From an optimization exercise on the open Yosys and OpenROAD flow, aimed at small area, a short achievable clock period and few clock cycles per item; shortcuts taken in it are not production practice. Function was not checked in any run shown here: the RTL went through the layout flow alone.

## flow/design.v (module list and top-level ports; edited modules follow where they fit)
// module requant: 4399 lines
// module requant_top: 54 lines
module requant_top (
    input  wire        clk,
    input  wire        rst,
    input  wire [31:0] in_A_tdata,
    input  wire        in_A_tlast,
    input  wire        in_A_tvalid,
    output wire        in_A_tready,
    input  wire [31:0] in_bias_tdata,
    input  wire        in_bias_tlast,
    input  wire        in_bias_tvalid,
    output wire        in_bias_tready,
    input  wire [31:0] in_m_tdata,
    input  wire        in_m_tlast,
    input  wire        in_m_tvalid,
    output wire        in_m_tready,
    input  wire [7:0]  in_e_tdata,
    input  wire        in_e_tlast,
    input  wire        in_e_tvalid,
    output wire        in_e_tready,
    output wire [7:0]  out_D_tdata,
    output wire        out_D_tlast,
    output wire        out_D_tvalid,
    input  wire        out_D_tready
);
  // ...
==> flow/flow/run.sh <==
#!/bin/bash
set -euo pipefail
MARGIN=5.6
EXTRA="'BUFFER_PORTS_ARGS=-buffer_cell sky130_fd_sc_hd__buf_2'"
sed -e "s/SETUP_SLACK_MARGIN=[-0-9.]*/SETUP_SLACK_MARGIN=${MARGIN}/" \
    -e "s|\"\${@:-finish}\"|${EXTRA} \"\${@:-finish}\"|" standard.sh > standard_mod.sh
grep -q "SETUP_SLACK_MARGIN=${MARGIN}" standard_mod.sh
grep -q "BUFFER_PORTS_ARGS" standard_mod.sh
bash standard_mod.sh synth > flow_synth.log 2>&1
RES="$PWD/orfs/results/${FLOW_PLATFORM:-sky130hd}/requant_top/base"
cp "$RES/1_synth.odb" "$RES/1_synth_std.odb"
openroad -python -exit flow/fa_polarity.py "$RES/1_synth_std.odb" "$RES/1_synth.odb" > fa_polarity.log 2>&1
touch "$RES/1_synth.sdc"
bash standard_mod.sh > flow_make.log 2>&1
==> flow/flow/fa_polarity.py <==
# Inverter clean-up around full adders, run on the synthesized netlist
# (1_synth.odb) before floorplanning.
#
# Yosys's full-adder extraction leaves many inverters between full-adder
# cells.  A full adder is self-dual: FA(~a, ~b, ~c) = (~cout, ~sum).  So any
# full adder may be "flipped" (all three inputs and both outputs complemented)
# without changing the logic.  This script removes the plain inverters of the
# netlist, chooses a flip for each full adder that needs few inverters, and
# puts back one inverter per signal whose complement some pin needs.  Only
# combinational cells change; registers and ports are untouched.
import sys
import odb

src, dst = sys.argv[1], sys.argv[2]
db = odb.dbDatabase.create()
odb.read_db(db, src)
blk = db.getChip().getBlock()

INV = 'sky130_fd_sc_hd__inv_1'
inv_master = db.findMaster(INV)

def is_inv(inst):
    n = inst.getMaster().getName()
    return n.startswith('sky130_fd_sc_hd__inv_') or n.startswith('sky130_fd_sc_hd__clkinv_')

def is_fa(inst):
    return inst.getMaster().getName().startswith('sky130_fd_sc_hd__fa_')

def sig_iterms(inst):
    return [it for it in inst.getITerms() if it.getSigType() not in ('POWER', 'GROUND')]

def net_has_port(net):
    return net is not None and len(list(net.getBTerms())) > 0

def driver(net):
    for it in net.getITerms():
        if it.isOutputSignal():
            return it
    return None

# inverters we may remove: input and output nets are plain internal nets
removable = []
for inst in blk.getInsts():
    if not is_inv(inst):
        continue
    a = inst.findITerm('A').getNet()
    y = inst.findITerm('Y').getNet()
    if a is None or y is None or net_has_port(a) or net_has_port(y):
        continue
    if a.getSigType() == 'CLOCK' or y.getSigType() == 'CLOCK':
        continue
    removable.append(inst)
rem_set = set(r.getName() for r in removable)

def root(net):
    """(root net, polarity) after stripping removable inverters."""
    p = 0
    seen = 0
    while True:
        d = driver(net)
        if d is None or d.getInst().getName() not in rem_set:
            return net, p
        net = d.getInst().findITerm('A').getNet()
        p ^= 1
        seen += 1
        if seen > 1000:
            raise RuntimeError('inverter loop')

# every load pin that is not a removable inverter input: its (root, polarity)
loads = []          # [iterm, rootnet, pol, fa_inst_name or None]
for inst in blk.getInsts():
    if inst.getName() in rem_set:
        continue
    for it in sig_iterms(inst):
        if it.isOutputSignal() or it.getNet() is None:
            continue
        if not it.isInputSignal():
            continue
        r, p = root(it.getNet())
        loads.append([it, r, p, inst.getName() if is_fa(inst) else None])
# output ports driven through removable inverters cannot occur (excluded above)

fa_names = [i.getName() for i in blk.getInsts() if is_fa(i)]
flip = {n: 0 for n in fa_names}
# root net -> FA name that drives it (if any)
drv_fa = {}
for inst in blk.getInsts():
    if is_fa(inst):
        for it in sig_iterms(inst):
            if it.isOutputSignal() and it.getNet() is not None:
                drv_fa[it.getNet().getName()] = inst.getName()

by_root = {}
for ld in loads:
    by_root.setdefault(ld[1].getName(), []).append(ld)
fa_roots = {n: set() for n in fa_names}   # roots an FA touches (inputs and outputs)
for ld in loads:
    if ld[3] is not None:
        fa_roots[ld[3]].add(ld[1].getName())
for rn, fn in drv_fa.items():
    fa_roots[fn].add(rn)

def need(ld):
    rn = ld[1].getName()
    f = flip[drv_fa[rn]] if rn in drv_fa else 0
    g = flip[ld[3]] if ld[3] is not None else 0
    return ld[2] ^ f ^ g

def cost_root(rn):
    return 1 if any(need(ld) for ld in by_root.get(rn, [])) else 0

def total():
    return sum(cost_root(rn) for rn in by_root)

before_inv = len(removable)
c0 = total()
import random

def greedy():
    improved = True
    rounds = 0
    while improved and rounds < 50:
        improved = False
        rounds += 1
        for fn in fa_names:
            rs = fa_roots[fn]
            old = sum(cost_root(r) for r in rs)
            flip[fn] ^= 1
            new = sum(cost_root(r) for r in rs)
            if new < old:
                improved = True
            else:
                flip[fn] ^= 1
    return rounds

rounds = greedy()
best = total()
best_flip = dict(flip)
# perturb and re-descend (deterministic seed)
rng = random.Random(1)
for it in range(int(sys.argv[3]) if len(sys.argv) > 3 else 40):
    for fn in fa_names:
        flip[fn] = best_flip[fn]
    for fn in rng.sample(fa_names, max(1, len(fa_names) // 10)):
        flip[fn] ^= 1
    for fn in fa_names:
        rs = fa_roots[fn]
        old = sum(cost_root(r) for r in rs)
        flip[fn] ^= 1
        if sum(cost_root(r) for r in rs) > old:
            flip[fn] ^= 1
    greedy()
    t = total()
    if t < best:
        best = t
        best_flip = dict(flip)
for fn in fa_names:
    flip[fn] = best_flip[fn]
c1 = total()
print('fa_polarity: %d full adders, %d removable inverters, %d needed before, %d after (%d rounds, %d flipped)'
      % (len(fa_names), before_inv, c0, c1, rounds, sum(flip.values())))

# rebuild: disconnect loads, drop removable inverters, add one inverter per root needing it
inv_net = {}
cnt = [0]
def get_inv(rnet):
    rn = rnet.getName()
    if rn in inv_net:
        return inv_net[rn]
    cnt[0] += 1
    n = odb.dbNet_create(blk, 'fapol_n%d' % cnt[0])
    i = odb.dbInst_create(blk, inv_master, 'fapol_inv%d' % cnt[0])
    i.findITerm('A').connect(rnet)
    i.findITerm('Y').connect(n)
    inv_net[rn] = n
    return n

plan = [(ld[0], ld[1], need(ld)) for ld in loads]
for it, r, p in plan:
    it.disconnect()
old_nets = set()
for inst in removable:
    for it in sig_iterms(inst):
        if it.getNet() is not None:
            old_nets.add(it.getNet().getName())
        it.disconnect()
    odb.dbInst_destroy(inst)
for it, r, p in plan:
    it.connect(get_inv(r) if p else r)
# drop nets left without any connection
for nn in old_nets:
    n = blk.findNet(nn)
    if n is not None and len(list(n.getITerms())) == 0 and len(list(n.getBTerms())) == 0:
        odb.dbNet_destroy(n)
print('fa_polarity: %d inverters in place of %d' % (cnt[0], before_inv))
# a flipped adder's output nets carry the complement of what their names
# (from the RTL) say: give them fresh names
k = 0
for inst in blk.getInsts():
    if is_fa(inst) and flip.get(inst.getName()):
        for it in sig_iterms(inst):
            if it.isOutputSignal() and it.getNet() is not None:
                k += 1
                it.getNet().rename('fapol_x%d' % k)
odb.write_db(db, dst)
==> flow/standard.sh <==
#!/bin/bash
# synth_recipe.tcl (not shown) runs the flow's synth.tcl, then flattens the netlist and writes it again
# the make line also repeats each setting of config.mk as NAME=value (left out here)
make -C /OpenROAD-flow-scripts/flow DESIGN_CONFIG=/design/flow/config.mk WORK_HOME=/design/flow/orfs CLKGATE_MAP_FILE= SYNTH_SCRIPT=/design/flow/synth_recipe.tcl "${@:-finish}"
==> flow/config.mk <==
export PLATFORM = sky130hd
export DESIGN_NAME = requant_top
export DESIGN_NICKNAME = requant_top
export VERILOG_FILES = /design/flow/design.v
export SDC_FILE = /design/flow/constraint.sdc
export NUM_CORES = 4
export LEC_CHECK = 0
export CAP_MARGIN = 20
export CORE_MARGIN = 2
export CORE_UTILIZATION = 65
export SETUP_SLACK_MARGIN = 5
export SLEW_MARGIN = 20
==> flow/constraint.sdc <==
create_clock -name core_clock -period 9.0 [get_ports {clk}]
set_input_delay 1.8000 -clock core_clock [delete_from_list [all_inputs] [get_ports {clk}]]
set_output_delay 1.8000 -clock core_clock [all_outputs]
set_load 0.01 [all_outputs]
==> metrics.log, run 1 <==
[metrics] number of nets still failing antenna checks after routing: 0
[metrics] global-route track usage on met3: 0.0899
[metrics] highest net fanout along the worst path: 2
[metrics] top achievable clock speed: 0.283 GHz
[metrics] worst setup slack before clock tree synthesis: approximately 4.8 ns
[metrics] Via-to-Cell Ratio: 6.50
[metrics] DR top layer: met5
[metrics] status: complete, no violations
[metrics] critical-path cell with the highest stage delay: fa_1
[metrics] count of antenna diodes in the layout: 3
[metrics] met2 track demand over resource: 0.582
[metrics] Seq/total area: 0.302
[metrics] worst setup skew after layout: between 0.04 and 0.05 ns
[metrics] final-layout clock buffer total: 91
[metrics] library cell used as clock root buffer: clkbuf_16
[metrics] Hold Worst Slack: approximately 0.32 ns
[metrics] CTS Hold Buffers Added: 0
[metrics] gpl congestion: slightly below 0.9
[metrics] met1 layer usage reported by global route: 0.428
[metrics] data arrival time of the worst path: around 4.1 ns
[metrics] clock sinks: 622
[metrics] FF+latch area: approximately 14,000 sq um
[metrics] overall overflow remaining after global route: 0
[metrics] worst slew pin tran: between 1 and 1.5 ns
[metrics] minimum setup slack among reg-to-reg paths: between 5 and 6 ns
[metrics] final hold viol count: 0
[metrics] initial antenna violation count: 6
[metrics] total of endpoints with negative setup slack in the final report: 0
[metrics] hold path depth: 0
[metrics] count of maximum capacitance violations: 0
[metrics] hold crit path type: reg -> reg
[metrics] die boundary height: between 200 and 300 microns
[metrics] number of tap instances: about 860
[metrics] clock transition time at the flip-flop clock pins of the worst setup and hold paths: around 0.060 ns
[metrics] classification of the worst setup path: reg -> reg
[metrics] Resized Gates After CTS: between 70 and 80
[metrics] Via Count: between 30,000 and 40,000
[metrics] share of the clock period used by the worst path after layout: 0.393
[metrics] post-CTS repair timing setup buffer count: 13
[metrics] CTS tree: built
[metrics] met3 wire len: around 14,000 microns
[metrics] Std-Cell Core Area: between 60,000 and 70,000 sq um
==> run 2: changes to the inputs <==
--- a/flow/design.v
+++ b/flow/design.v
@@ -25,22 +25,22 @@
     input  wire          in_e_tlast,
     input  wire          in_e_tvalid,
     output wire          in_e_tready,
     output wire [OUT_BITS-1:0] out_D_tdata,
     output wire          out_D_tlast,
     output wire          out_D_tvalid,
     input  wire          out_D_tready
 );
-localparam integer CAP = 7;    
+localparam integer CAP = 6;    
 reg va, vb, vm, ve;             
 reg ra, rb, rm, re;             
 reg fire;                       
 reg [CAP-1:0] th;              
-reg p1, p2, p3, p4, p5;
+reg p1, p2, p3, p4;
 reg l1, l2, l3, l4;
 reg la, lb, lm, le;
 reg [31:0] a_r, b_r, m_r;
 reg [7:0]  e_r;
 reg ov;
 assign in_A_tready    = ra;
 assign in_bias_tready = rb;
 assign in_m_tready    = rm;
@@ -55,24 +55,24 @@
 wire [CAP-1:0] th_n = inc ? {th[CAP-2:0], 1'b1} : dec ? {1'b0, th[CAP-1:1]} : th;
 wire cr_n = ~th_n[CAP-1];
 wire fire_n = va_n & vb_n & vm_n & ve_n & cr_n;
 always @(posedge clk) begin
     if (rst) begin
         va <= 1'b0; vb <= 1'b0; vm <= 1'b0; ve <= 1'b0;
         ra <= 1'b1; rb <= 1'b1; rm <= 1'b1; re <= 1'b1;
         fire <= 1'b0; th <= 0;
-        p1 <= 1'b0; p2 <= 1'b0; p3 <= 1'b0; p4 <= 1'b0; p5 <= 1'b0;
+        p1 <= 1'b0; p2 <= 1'b0; p3 <= 1'b0; p4 <= 1'b0;
     end else begin
         va <= va_n; vb <= vb_n; vm <= vm_n; ve <= ve_n;
         ra <= ~va_n | fire_n; rb <= ~vb_n | fire_n;
         rm <= ~vm_n | fire_n; re <= ~ve_n | fire_n;
         fire <= fire_n;
         th <= th_n;
-        p1 <= fire; p2 <= p1; p3 <= p2; p4 <= p3; p5 <= p4;
+        p1 <= fire; p2 <= p1; p3 <= p2; p4 <= p3;
     end
 end
 always @(posedge clk) begin
     if (~va | fire) begin a_r <= in_A_tdata;    la <= in_A_tlast;    end
     if (~vb | fire) begin b_r <= in_bias_tdata; lb <= in_bias_tlast; end
     if (~vm | fire) begin m_r <= in_m_tdata;    lm <= in_m_tlast;    end
     if (~ve | fire) begin e_r <= in_e_tdata;    le <= in_e_tlast;    end
 end
@@ -4240,96 +4240,96 @@
 assign t3[32] = sh3[3] ? t4[40] : t4[32];
 assign t3[33] = sh3[3] ? t4[41] : t4[33];
 assign t3[34] = sh3[3] ? t4[42] : t4[34];
 assign t3[35] = sh3[3] ? t4[43] : t4[35];
 assign t3[36] = sh3[3] ? t4[44] : t4[36];
 assign t3[37] = sh3[3] ? t4[45] : t4[37];
 assign t3[38] = sh3[3] ? t4[46] : t4[38];
 assign t3[39] = sh3[3] ? t4[47] : t4[39];
-reg  [39:0] t4r;
+wire [35:0] t2;
+assign t2[0] = sh3[2] ? t3[4] : t3[0];
+assign t2[1] = sh3[2] ? t3[5] : t3[1];
+assign t2[2] = sh3[2] ? t3[6] : t3[2];
+assign t2[3] = sh3[2] ? t3[7] : t3[3];
+assign t2[4] = sh3[2] ? t3[8] : t3[4];
+assign t2[5] = sh3[2] ? t3[9] : t3[5];
+assign t2[6] = sh3[2] ? t3[10] : t3[6];
+assign t2[7] = sh3[2] ? t3[11] : t3[7];
+assign t2[8] = sh3[2] ? t3[12] : t3[8];
+assign t2[9] = sh3[2] ? t3[13] : t3[9];
+assign t2[10] = sh3[2] ? t3[14] : t3[10];
+assign t2[11] = sh3[2] ? t3[15] : t3[11];
+assign t2[12] = sh3[2] ? t3[16] : t3[12];
+assign t2[13] = sh3[2] ? t3[17] : t3[13];
+assign t2[14] = sh3[2] ? t3[18] : t3[14];
+assign t2[15] = sh3[2] ? t3[19] : t3[15];
+assign t2[16] = sh3[2] ? t3[20] : t3[16];
+assign t2[17] = sh3[2] ? t3[21] : t3[17];
+assign t2[18] = sh3[2] ? t3[22] : t3[18];
+assign t2[19] = sh3[2] ? t3[23] : t3[19];
+assign t2[20] = sh3[2] ? t3[24] : t3[20];
+assign t2[21] = sh3[2] ? t3[25] : t3[21];
+assign t2[22] = sh3[2] ? t3[26] : t3[22];
+assign t2[23] = sh3[2] ? t3[27] : t3[23];
+assign t2[24] = sh3[2] ? t3[28] : t3[24];
+assign t2[25] = sh3[2] ? t3[29] : t3[25];
+assign t2[26] = sh3[2] ? t3[30] : t3[26];
+assign t2[27] = sh3[2] ? t3[31] : t3[27];
+assign t2[28] = sh3[2] ? t3[32] : t3[28];
+assign t2[29] = sh3[2] ? t3[33] : t3[29];
+assign t2[30] = sh3[2] ? t3[34] : t3[30];
+assign t2[31] = sh3[2] ? t3[35] : t3[31];
+assign t2[32] = sh3[2] ? t3[36] : t3[32];
+assign t2[33] = sh3[2] ? t3[37] : t3[33];
+assign t2[34] = sh3[2] ? t3[38] : t3[34];
+assign t2[35] = sh3[2] ? t3[39] : t3[35];
+reg  [35:0] t4r;
 reg  [3:0]  sh4;
 reg         nr4;
 reg         s64, sg4;           
 always @(posedge clk) begin
-    t4r <= t3; sh4 <= sh3[3:0]; nr4 <= nr3; l4 <= l3;
+    t4r <= t2; sh4 <= sh3[3:0]; nr4 <= nr3; l4 <= l3;
     s64 <= sh3[6]; sg4 <= sgn;
 end
-wire [35:0] t2;
-assign t2[0] = sh4[2] ? t4r[4] : t4r[0];
-assign t2[1] = sh4[2] ? t4r[5] : t4r[1];
-assign t2[2] = sh4[2] ? t4r[6] : t4r[2];
-assign t2[3] = sh4[2] ? t4r[7] : t4r[3];
-assign t2[4] = sh4[2] ? t4r[8] : t4r[4];
-assign t2[5] = sh4[2] ? t4r[9] : t4r[5];
-assign t2[6] = sh4[2] ? t4r[10] : t4r[6];
-assign t2[7] = sh4[2] ? t4r[11] : t4r[7];
-assign t2[8] = sh4[2] ? t4r[12] : t4r[8];
-assign t2[9] = sh4[2] ? t4r[13] : t4r[9];
-assign t2[10] = sh4[2] ? t4r[14] : t4r[10];
-assign t2[11] = sh4[2] ? t4r[15] : t4r[11];
-assign t2[12] = sh4[2] ? t4r[16] : t4r[12];
-assign t2[13] = sh4[2] ? t4r[17] : t4r[13];
-assign t2[14] = sh4[2] ? t4r[18] : t4r[14];
-assign t2[15] = sh4[2] ? t4r[19] : t4r[15];
-assign t2[16] = sh4[2] ? t4r[20] : t4r[16];
-assign t2[17] = sh4[2] ? t4r[21] : t4r[17];
-assign t2[18] = sh4[2] ? t4r[22] : t4r[18];
-assign t2[19] = sh4[2] ? t4r[23] : t4r[19];
-assign t2[20] = sh4[2] ? t4r[24] : t4r[20];
-assign t2[21] = sh4[2] ? t4r[25] : t4r[21];
-assign t2[22] = sh4[2] ? t4r[26] : t4r[22];
-assign t2[23] = sh4[2] ? t4r[27] : t4r[23];
-assign t2[24] = sh4[2] ? t4r[28] : t4r[24];
-assign t2[25] = sh4[2] ? t4r[29] : t4r[25];
-assign t2[26] = sh4[2] ? t4r[30] : t4r[26];
-assign t2[27] = sh4[2] ? t4r[31] : t4r[27];
-assign t2[28] = sh4[2] ? t4r[32] : t4r[28];
-assign t2[29] = sh4[2] ? t4r[33] : t4r[29];
-assign t2[30] = sh4[2] ? t4r[34] : t4r[30];
-assign t2[31] = sh4[2] ? t4r[35] : t4r[31];
-assign t2[32] = sh4[2] ? t4r[36] : t4r[32];
-assign t2[33] = sh4[2] ? t4r[37] : t4r[33];
-assign t2[34] = sh4[2] ? t4r[38] : t4r[34];
-assign t2[35] = sh4[2] ? t4r[39] : t4r[35];
 wire [33:0] t1;
-assign t1[0] = sh4[1] ? t2[2] : t2[0];
-assign t1[1] = sh4[1] ? t2[3] : t2[1];
-assign t1[2] = sh4[1] ? t2[4] : t2[2];
-assign t1[3] = sh4[1] ? t2[5] : t2[3];
-assign t1[4] = sh4[1] ? t2[6] : t2[4];
-assign t1[5] = sh4[1] ? t2[7] : t2[5];
-assign t1[6] = sh4[1] ? t2[8] : t2[6];
-assign t1[7] = sh4[1] ? t2[9] : t2[7];
-assign t1[8] = sh4[1] ? t2[10] : t2[8];
-assign t1[9] = sh4[1] ? t2[11] : t2[9];
-assign t1[10] = sh4[1] ? t2[12] : t2[10];
-assign t1[11] = sh4[1] ? t2[13] : t2[11];
-assign t1[12] = sh4[1] ? t2[14] : t2[12];
-assign t1[13] = sh4[1] ? t2[15] : t2[13];
-assign t1[14] = sh4[1] ? t2[16] : t2[14];
-assign t1[15] = sh4[1] ? t2[17] : t2[15];
-assign t1[16] = sh4[1] ? t2[18] : t2[16];
-assign t1[17] = sh4[1] ? t2[19] : t2[17];
-assign t1[18] = sh4[1] ? t2[20] : t2[18];
-assign t1[19] = sh4[1] ? t2[21] : t2[19];
-assign t1[20] = sh4[1] ? t2[22] : t2[20];
-assign t1[21] = sh4[1] ? t2[23] : t2[21];
-assign t1[22] = sh4[1] ? t2[24] : t2[22];
-assign t1[23] = sh4[1] ? t2[25] : t2[23];
-assign t1[24] = sh4[1] ? t2[26] : t2[24];
-assign t1[25] = sh4[1] ? t2[27] : t2[25];
-assign t1[26] = sh4[1] ? t2[28] : t2[26];
-assign t1[27] = sh4[1] ? t2[29] : t2[27];
-assign t1[28] = sh4[1] ? t2[30] : t2[28];
-assign t1[29] = sh4[1] ? t2[31] : t2[29];
-assign t1[30] = sh4[1] ? t2[32] : t2[30];
-assign t1[31] = sh4[1] ? t2[33] : t2[31];
-assign t1[32] = sh4[1] ? t2[34] : t2[32];
-assign t1[33] = sh4[1] ? t2[35] : t2[33];
+assign t1[0] = sh4[1] ? t4r[2] : t4r[0];
+assign t1[1] = sh4[1] ? t4r[3] : t4r[1];
+assign t1[2] = sh4[1] ? t4r[4] : t4r[2];
+assign t1[3] = sh4[1] ? t4r[5] : t4r[3];
+assign t1[4] = sh4[1] ? t4r[6] : t4r[4];
+assign t1[5] = sh4[1] ? t4r[7] : t4r[5];
+assign t1[6] = sh4[1] ? t4r[8] : t4r[6];
+assign t1[7] = sh4[1] ? t4r[9] : t4r[7];
+assign t1[8] = sh4[1] ? t4r[10] : t4r[8];
+assign t1[9] = sh4[1] ? t4r[11] : t4r[9];
+assign t1[10] = sh4[1] ? t4r[12] : t4r[10];
+assign t1[11] = sh4[1] ? t4r[13] : t4r[11];
+assign t1[12] = sh4[1] ? t4r[14] : t4r[12];
+assign t1[13] = sh4[1] ? t4r[15] : t4r[13];
+assign t1[14] = sh4[1] ? t4r[16] : t4r[14];
+assign t1[15] = sh4[1] ? t4r[17] : t4r[15];
+assign t1[16] = sh4[1] ? t4r[18] : t4r[16];
+assign t1[17] = sh4[1] ? t4r[19] : t4r[17];
+assign t1[18] = sh4[1] ? t4r[20] : t4r[18];
+assign t1[19] = sh4[1] ? t4r[21] : t4r[19];
+assign t1[20] = sh4[1] ? t4r[22] : t4r[20];
+assign t1[21] = sh4[1] ? t4r[23] : t4r[21];
+assign t1[22] = sh4[1] ? t4r[24] : t4r[22];
+assign t1[23] = sh4[1] ? t4r[25] : t4r[23];
+assign t1[24] = sh4[1] ? t4r[26] : t4r[24];
+assign t1[25] = sh4[1] ? t4r[27] : t4r[25];
+assign t1[26] = sh4[1] ? t4r[28] : t4r[26];
+assign t1[27] = sh4[1] ? t4r[29] : t4r[27];
+assign t1[28] = sh4[1] ? t4r[30] : t4r[28];
+assign t1[29] = sh4[1] ? t4r[31] : t4r[29];
+assign t1[30] = sh4[1] ? t4r[32] : t4r[30];
+assign t1[31] = sh4[1] ? t4r[33] : t4r[31];
+assign t1[32] = sh4[1] ? t4r[34] : t4r[32];
+assign t1[33] = sh4[1] ? t4r[35] : t4r[33];
 wire [32:0] t0;
 assign t0[0] = sh4[0] ? t1[1] : t1[0];
 assign t0[1] = sh4[0] ? t1[2] : t1[1];
 assign t0[2] = sh4[0] ? t1[3] : t1[2];
 assign t0[3] = sh4[0] ? t1[4] : t1[3];
 assign t0[4] = sh4[0] ? t1[5] : t1[4];
 assign t0[5] = sh4[0] ? t1[6] : t1[5];
 assign t0[6] = sh4[0] ? t1[7] : t1[6];
@@ -4363,36 +4363,34 @@
 wire        rnd = t0[0] & ~nr4;
 wire        c7 = rnd & (&U[6:0]);
 wire        h1 = &U[31:7];
 wire        h0 = ~(|U[31:7]);
 wire        inr = h1 | (h0 & ~c7);
 wire        neg_res = U[31] ^ (c7 & (&U[30:7]));
 wire [7:0]  r8 = U[7:0] + {7'd0, rnd};
 wire [7:0]  q = s64 ? {8{sg4 & nr4}} : inr ? r8 : (neg_res ? 8'h80 : 8'h7f);
-reg  [8:0] r5;
-always @(posedge clk) r5 <= {l4, q};
-wire       wv = p5;
-wire [8:0] wd = r5;
+wire       wv = p4;
+wire [8:0] wd = {l4, q};
 reg  [8:0] od;
-reg  [8:0] mem [0:5];
+reg  [8:0] mem [0:4];
 reg  [2:0] rp, wp;
-reg  [5:0] nt;                  
+reg  [4:0] nt;                  
 wire take = ~ov | pop;
 wire have = nt[0] | wv;
 wire rd   = take & have;
 always @(posedge clk) begin
     if (rst) begin
         ov <= 1'b0; rp <= 0; wp <= 0; nt <= 0;
     end else begin
         if (take) ov <= have;
-        if (rd) rp <= (rp == 5) ? 0 : rp + 1'b1;
-        if (wv) wp <= (wp == 5) ? 0 : wp + 1'b1;
-        if (wv & ~rd) nt <= {nt[4:0], 1'b1};
-        else if (~wv & rd) nt <= {1'b0, nt[5:1]};
+        if (rd) rp <= (rp == 4) ? 0 : rp + 1'b1;
+        if (wv) wp <= (wp == 4) ? 0 : wp + 1'b1;
+        if (wv & ~rd) nt <= {nt[3:0], 1'b1};
+        else if (~wv & rd) nt <= {1'b0, nt[4:1]};
     end
 end
 always @(posedge clk) begin
     if (take) od <= nt[0] ? mem[rp] : wd;
     if (wv) mem[wp] <= wd;
 end
 assign out_D_tvalid = ov;
 assign out_D_tdata  = od[7:0];
==> run 2 against run 1 <==
  * Largest cell class unchanged
  * Area after synthesis down 0.88%
  * Global-route usage up 0.26 points
  * Hold slack better by 0.0068 ns
==> metrics.log, run 2 <==
[metrics] top achievable clock speed: 0.277 GHz (was 0.283 GHz)
[metrics] critical hold path startpoint: requant_QKV.sh2[1]$_DFF_P_ (was requant_QKV.sh2[3]$_DFF_P_)
[metrics] max reg flops: 186 (unchanged)
[metrics] die boundary height: 260 microns (was 261 microns)
[metrics] library cell used as clock root buffer: clkbuf_16 (unchanged)
[metrics] type of element capturing the critical path: register (unchanged)
[metrics] ordered cell list for the critical path: fa_1, fa_1, ha_4, and2_4, and3_4, a221oi_4, buf_6, a21oi_4, o211ai_1, a21boi_2, o21a_4, o31ai_4, xor2_1 (was fa_1, fa_1, ha_2, fa_2, inv_2, nand2b_4, a21oi_4, buf_4, o21a_1, o21a_1, nor2_2, inv_1, fa_2, inv_2, xnor2_4)
[metrics] wire length per cell after detailed routing: 25.8 microns (about the same)
[metrics] worst stage delay on the critical path: 0.62 ns (was 0.51 ns)
[metrics] gpl congestion: 0.909 (was 0.895)
[metrics] Std-Cell Core Area: 64,700 sq um (was 65,600 sq um)
[metrics] post-synth net total: 4,663 (was 4,654)
[metrics] status: complete, no violations (unchanged)
[metrics] worst path setup slack after routing: 5.39 ns (was 5.46 ns)
[metrics] most frequent standard cell in the layout excluding fill and tap cells: a22oi_1 (unchanged)
[metrics] number of levels the H-tree was split into: 2 (was 3)
[metrics] worst setup skew after layout: 0.0204 ns (was 0.0418 ns)
[metrics] count of nets after finishing: 4,642 (was 4,629)
[metrics] vias in the first global route: 33,500 (was 32,900)
[metrics] largest registers: requant_QKV.q2 x186, requant_QKV.mem x45, requant_QKV.t4r x36 (was requant_QKV.q2 x186, requant_QKV.mem x54, requant_QKV.t4r x40)
[metrics] number of standard cells in the layout, taps in and fillers out: 4,805 (was 4,810)
[metrics] FF+latch area: 13,700 sq um (was 14,300 sq um)
[metrics] Setup crit start: requant_QKV.q2[152]$_DFF_P_ (was requant_QKV.q2[63]$_DFF_P_)
[metrics] area of the mapped netlist: 42,700 sq um (was 43,000 sq um)
[metrics] largest net degree at the start of global routing: 69 (was 76)
[metrics] worst setup slack before clock tree synthesis: 4.84 ns (was 4.85 ns)
[metrics] hold crit path type: reg -> reg (unchanged)
[metrics] instance count of the mapped netlist: 3,918 (was 3,913)
[metrics] DPL Wire Length: 80,100 microns (was 80,500 microns)
[metrics] Die Area: 67,700 sq um (was 68,300 sq um)
[metrics] total detailed-routing wirelength: 124,000 microns (about the same)
[metrics] share of the clock period used by the worst path after layout: 0.402 (was 0.393)
[metrics] Die Span X: 260 microns (was 261 microns)
[metrics] Post-Route Utilization: 0.729 (was 0.723)
[metrics] total iterations of the first detailed-routing run: 6 (was 8)
[metrics] number of cells after detailed placement: 4,635 (was 4,643)
[metrics] starting density of the core: 0.659 (was 0.656)
[metrics] final hold viol count: 0 (unchanged)
[metrics] critical-path cell with the highest stage delay: fa_1 (unchanged)
[metrics] number of placement rows: 93 (was 94)
[metrics] clock transition time at the flip-flop clock pins of the worst setup and hold paths: 0.06 ns (about the same)
[metrics] worst slew pin tran: 0.986 ns (was 1.02 ns)
[metrics] highest net fanout along the worst path: 5 (was 2)
[metrics] count of maximum capacitance violations: 0 (unchanged)
[metrics] Sum Neg Setup Slack: 0 ns (unchanged)
[metrics] final-layout fill cell count: 4,541 (was 4,569)
[metrics] startpoint of the worst-slack reg-to-reg timing path: requant_QKV.q2[152]$_DFF_P_ (was requant_QKV.q2[63]$_DFF_P_)
[metrics] share of post-route cells with drive strength above 1: 0.138 (was 0.127)
[metrics] total count of max-transition violations in the final report: 0 (unchanged)
[metrics] worst relative slew slack: 0.340 (was 0.316)
[metrics] overall overflow remaining after global route: 0 (unchanged)
[metrics] Post-Syn Area per Cell: 10.9 sq um (was 11.0 sq um)
[metrics] worst skew pair latency: 0.66 ns (was 0.62 ns)
[metrics] highest-count cells in the layout ignoring fill and taps: 501 x a22oi_1, 433 x fa_1, 384 x dfxtp_1 (was 500 x a22oi_1, 431 x fa_1, 396 x dfxtp_1)
[metrics] Most common cell on crit path: fa_1
[metrics] total of endpoints with negative setup slack in the final report: 0 (unchanged)
[metrics] Detailed Route Iter0 Violations: 3,685 (was 3,514)
[metrics] unrepaired setup endpoints after global routing: true (unchanged)
[metrics] classification of the worst setup path: reg -> reg (unchanged)
[metrics] CTS Hold Buffers Added: 0 (unchanged)
[metrics] top-level I/O count: 129 (unchanged)
[metrics] Via-to-Cell Ratio: 6.57 (was 6.50)
[metrics] global-route usage over all layers: 0.356 (was 0.353)
[metrics] data required time at the worst endpoint: 9.58 ns (was 9.51 ns)
[metrics] register containing the most flip-flops in the final layout: requant_QKV.q2 (unchanged)
[metrics] count of antenna diodes in the layout: 0 (was 3)
[metrics] multi-input combinational cell area: 27,300 sq um (was 26,900 sq um)
[metrics] Via Count: 31,600 (was 31,300)
[metrics] Area Growth Syn to Fin: 10.5% (was 10.3%)
[metrics] final critical path time including I/O delays and setup: 3.61 ns (was 3.54 ns)
[metrics] CTS tree: built (unchanged)
[metrics] number of clock buffers inserted by TritonCTS: 61 (was 69)
[metrics] initial antenna violation count: 0 (was 6)
[metrics] startpoint type of the worst setup path: register (unchanged)
[metrics] number of nets still failing antenna checks after routing: 0 (unchanged)
[metrics] clock sinks: 596 (was 622)
[metrics] Longest Clk Path Bufs: 3 (unchanged)
[metrics] YS warnings: 1 (unchanged)
[metrics] global-route wire length before repair: 184,000 microns (about the same)
[metrics] number of buffers inserted by port buffering: 128 (unchanged)
[metrics] DRC errors left: 0 (unchanged)
[metrics] data arrival time of the worst path: 4.19 ns (was 4.05 ns)
run 2: repair_timing:
item / 4_1_cts / 5_1_grt
buffers inserted: 22 / 32
pin swaps: 23 / 32
gates cloned: 0 / 0
endpoints found under the setup margin: 201 / 110
resized for setup: 98 / 84
run 2: metrics by stage:
stage | area [sq um] | hold slack, ns
floorplan | 42700 | 0.310
global placement | 43600 | 0.310
detailed placement | 43600 | 0.313
CTS | 46300 | 0.326
global route | 47100 | 0.329
finish | 47100 | 0.325
run 2: final timing paths:
check,cells past startpoint,slack (ns),end
worst min-delay path,0,0.33,requant_QKV.sh3[1]$_DFF_P_
worst min register to register,0,0.33,requant_QKV.sh3[1]$_DFF_P_
worst max-delay path,13,5.39,requant_QKV.hs3[31]$_DFF_P_
worst max register to register,13,5.39,requant_QKV.hs3[31]$_DFF_P_
run 2: worst max-delay path, delay by kind of cell, from the launching register on:
family                   cells  cell delay, ns
XOR/XNOR                     1            0.16
adder cells (fa/ha/maj)      3            1.38
flip-flops                   1            0.32
buffers and inverters        1            0.19
AND/OR/NAND/NOR              2            0.31
AO/OA/AOI/OAI                6            1.18
run 2: per-layer routing:
metal	share of wire	global-route usage	vias up
met5	0	0	-
met4	0.059	0.179	0
met3	0.11	0.0872	485
met2	0.47	0.589	2013
met1	0.36	0.434	15600
li1	-	-	13500
run 2: cell type report:
type	count	share of cell area
Timing Repair Buffer	240	0.0379
Multi-Input combinational cell	2718	0.580
Clock inverter	33	0.0102
Clock buffer	83	0.0361
Inverter	280	0.0226
Tap cell	855	0.0227
Sequential cell	596	0.291

afterwards: timing with drivers on the ports:
The results above use ideal ports. As a check the final layouts listed here were re-extracted and re-timed, cells and wires unchanged.
Step 1 (the two cells are an assumption about what drives the block):
set clk [get_ports {clk}]
set_driving_cell -lib_cell sky130_fd_sc_hd__clkbuf_16 $clk
set_driving_cell -lib_cell sky130_fd_sc_hd__buf_2 [delete_from_list [all_inputs] $clk]
Step 2 times the ports against the registers' clock, not the clock port: input delays grow and output delays shrink by t, the midpoint of the rising clock arrivals with the driver on.
Three values: no drivers, after step 1, after step 2; two values: the first two.
| run | t (ns) | slack for setup (ns) | worst hold slack (ns) |
|---|---|---|---|
| run 1 | 0.667 | 5.461 / 5.461 / 5.102 | 0.318 / 0.318 / 0.318 |
| run 2 | 0.716 | 5.386 / 5.386 / 5.271 | 0.325 / 0.325 / 0.325 |
After both steps setup and hold are still met in every run listed. The setup slack of run 1, which loses most, moves by 0.000 ns with the drivers and by -0.359 ns with both steps.
